What follows belongs to an exercise in optimizing a design on an open flow for a short achievable clock period and few clock cycles; a production flow would make more cautious choices.

v6:
==> flow/design.v (excerpt) <==
module CacheController(
    rst,
    clk,
    wr,
    rd,
    data_rd,
    data_wr,
    addr_req,
    addr_resp,
    rdy,
    busy,
    wr_mem,
    rd_mem,
    busy_mem,
    data_rd_mem,
    data_wr_mem,
    addr_mem,
    cache_miss_count,
    cache_hit_count
    );
For scale: ~1600 cells after synthesis.
==> module CacheController, before the edit <==
module CacheController(
    rst,
    clk,
    wr,
    rd,
    data_rd,
    data_wr,
    addr_req,
    addr_resp,
    rdy,
    busy,
    wr_mem,
    rd_mem,
    busy_mem,
    data_rd_mem,
    data_wr_mem,
    addr_mem,
    cache_miss_count,
    cache_hit_count
    );
    input  rst;
    input  clk;
    input  wr;
    input  rd;
    output [31:0] data_rd;
    reg    [31:0] data_rd;
    input  [31:0] data_wr;
    input  [31:0] addr_req;
    output [31:0] addr_resp;
    reg    [31:0] addr_resp;
    output rdy;
    reg    rdy;
    output busy;
    reg    busy;
    output  wr_mem;
    output  rd_mem;
    input   busy_mem;
    input  [31:0] data_rd_mem;
    output [31:0] data_wr_mem;
    output [31:0] addr_mem;
    output [31:0] cache_miss_count;
    output [31:0] cache_hit_count;
    reg [15:0]  cache_valid;
    reg [23:0]  cache_tag [15:0];
    wire [23:0] addr_tag   = addr_req[31:8];
    wire [3:0]  addr_index = addr_req[7:4];
    wire req = wr | rd;
    assign rd_mem      = rd;
    assign wr_mem      = wr;
    assign addr_mem    = addr_req;
    assign data_wr_mem = data_wr;
    reg [15:0] line_hit;
    integer i;
    always @(*) begin
        for (i = 0; i < 16; i = i + 1)
            line_hit[i] = cache_valid[i] && (cache_tag[i] == addr_tag);
    end
    wire hit = line_hit[addr_index];
    reg [31:0] cache_hit_count, cache_miss_count;
    reg [31:0] hit_count1, miss_count1;
    always @(posedge clk or posedge rst) begin
        if (rst) begin
            cache_valid      <= 16'h0000;
            rdy              <= 1'b0;
            busy             <= 1'b1;
            cache_hit_count  <= 32'd0;
            hit_count1       <= 32'd1;
            cache_miss_count <= 32'd0;
            miss_count1      <= 32'd1;
        end else begin
            rdy  <= req;
            busy <= busy_mem;
            if (req) begin
                cache_valid[addr_index] <= 1'b1;
                if (hit) begin
                    cache_hit_count <= hit_count1;
                    hit_count1      <= hit_count1 + 32'd1;
                end else begin
                    cache_miss_count <= miss_count1;
                    miss_count1      <= miss_count1 + 32'd1;
                end
            end
        end
    end
    always @(posedge clk) begin
        if (req)
            cache_tag[addr_index] <= addr_tag;
    end
    always @(posedge clk or posedge rst) begin
        if (rst) begin
            addr_resp <= 32'h00000000;
            data_rd   <= 32'h00000000;
        end else begin
            addr_resp <= addr_req;
            data_rd   <= data_rd_mem;
        end
    end
endmodule
export LEC_CHECK = 0
export ABC_CLOCK_PERIOD_IN_PS = 2000
export CAP_MARGIN = 20
export CORE_MARGIN = 2
export CORE_UTILIZATION = 45
export PLACE_DENSITY = 0.6
export SETUP_SLACK_MARGIN = 3.1
export SLEW_MARGIN = 20
create_clock -name core_clock -period 5.5 [get_ports {clk}]
run.sh (not shown) runs the stock make flow with config.mk's settings and CLKGATE_MAP_FILE= SYNTH_SCRIPT=/design/flow/synth_recipe.tcl, a recipe that flattens the netlist after the stock synthesis.
Relative to v6, the following input files were edited for v7:
diff --git a/flow/design.v b/flow/design.v
--- a/flow/design.v
+++ b/flow/design.v
@@ -53,34 +53,28 @@
     reg [15:0] line_hit;
     integer i;
     always @(*) begin
         for (i = 0; i < 16; i = i + 1)
-            line_hit[i] = cache_valid[i] && (cache_tag[i] == addr_tag);
+            line_hit[i] = (addr_index == i) && cache_valid[i] && (cache_tag[i] == addr_tag);
     end
-    wire hit = line_hit[addr_index];
+    wire hit = |line_hit;
     reg [31:0] cache_hit_count, cache_miss_count;
-    reg [31:0] hit_count1, miss_count1;
     always @(posedge clk or posedge rst) begin
         if (rst) begin
             cache_valid      <= 16'h0000;
             rdy              <= 1'b0;
             busy             <= 1'b1;
             cache_hit_count  <= 32'd0;
-            hit_count1       <= 32'd1;
             cache_miss_count <= 32'd0;
-            miss_count1      <= 32'd1;
         end else begin
             rdy  <= req;
             busy <= busy_mem;
             if (req) begin
                 cache_valid[addr_index] <= 1'b1;
-                if (hit) begin
-                    cache_hit_count <= hit_count1;
-                    hit_count1      <= hit_count1 + 32'd1;
-                end else begin
-                    cache_miss_count <= miss_count1;
-                    miss_count1      <= miss_count1 + 32'd1;
-                end
+                if (hit)
+                    cache_hit_count <= cache_hit_count + 32'd1;
+                else
+                    cache_miss_count <= cache_miss_count + 32'd1;
             end
         end
     end
     always @(posedge clk) begin
Results
Area after synthesis: v7 and v6 compared, lower one is v7
v6 → v7: multi-input combinational area share now sits lower, maximum operating frequency now sits higher.
Against v6, v7 comes in about 13% lower on total power.
The total wirelength of the detailed-routed design of v7 exceeds that of v6 by about 1.4%.
v7 vs v6 — standard-cell row count dropped 4.
The multiplexer fraction of the synthesized cell area in v7 was lower than what v6 gave.
Compared to v6, v7 was floorplanned on a smaller die.
Per the comparison of v7 with v6, number of different library cells in the post-synthesis netlist dropped about 15%; shortest period the worst path allows saw a decrease.
The run showing the greater utilization is v7.
Looking at design area across v7 and v6, the one that comes out higher is v6.
v6 vs v7, start point of the critical path: addr_req[30] vs addr_req[5]
No run of this note included a check of the RTL's function; only the layout flow was run.

==> re-timing with driven ports <==
The flow's constraints put no driver on any port. The routed layouts listed below were extracted and timed again, unchanged, in two steps. Step 1 sets driving cells, clkbuf_16 on the clock port and buf_2 on the other inputs (assumed; they add their load-dependent delay and slew). Step 2 times the ports against the registers' clock, not the clock port: input delays grow and output delays shrink by t, the midpoint of the rising clock arrivals with the driver on. a / b / c = no drivers / after step 1 / after step 2; a / b = the first two.
run	shift t [ns]	setup WS [ns]	worst slew at a driven data input, ns	pins driven straight from the clock port
v6	0.651	2.374 / 2.324 / 1.673	0.25	1
v7	0.684	2.564 / 2.499 / 1.815	0.28	1
After both steps setup and hold are still met in every run listed. For v7, which loses most, drivers alone change the setup slack by -0.065 ns; drivers and shift together by -0.749 ns.
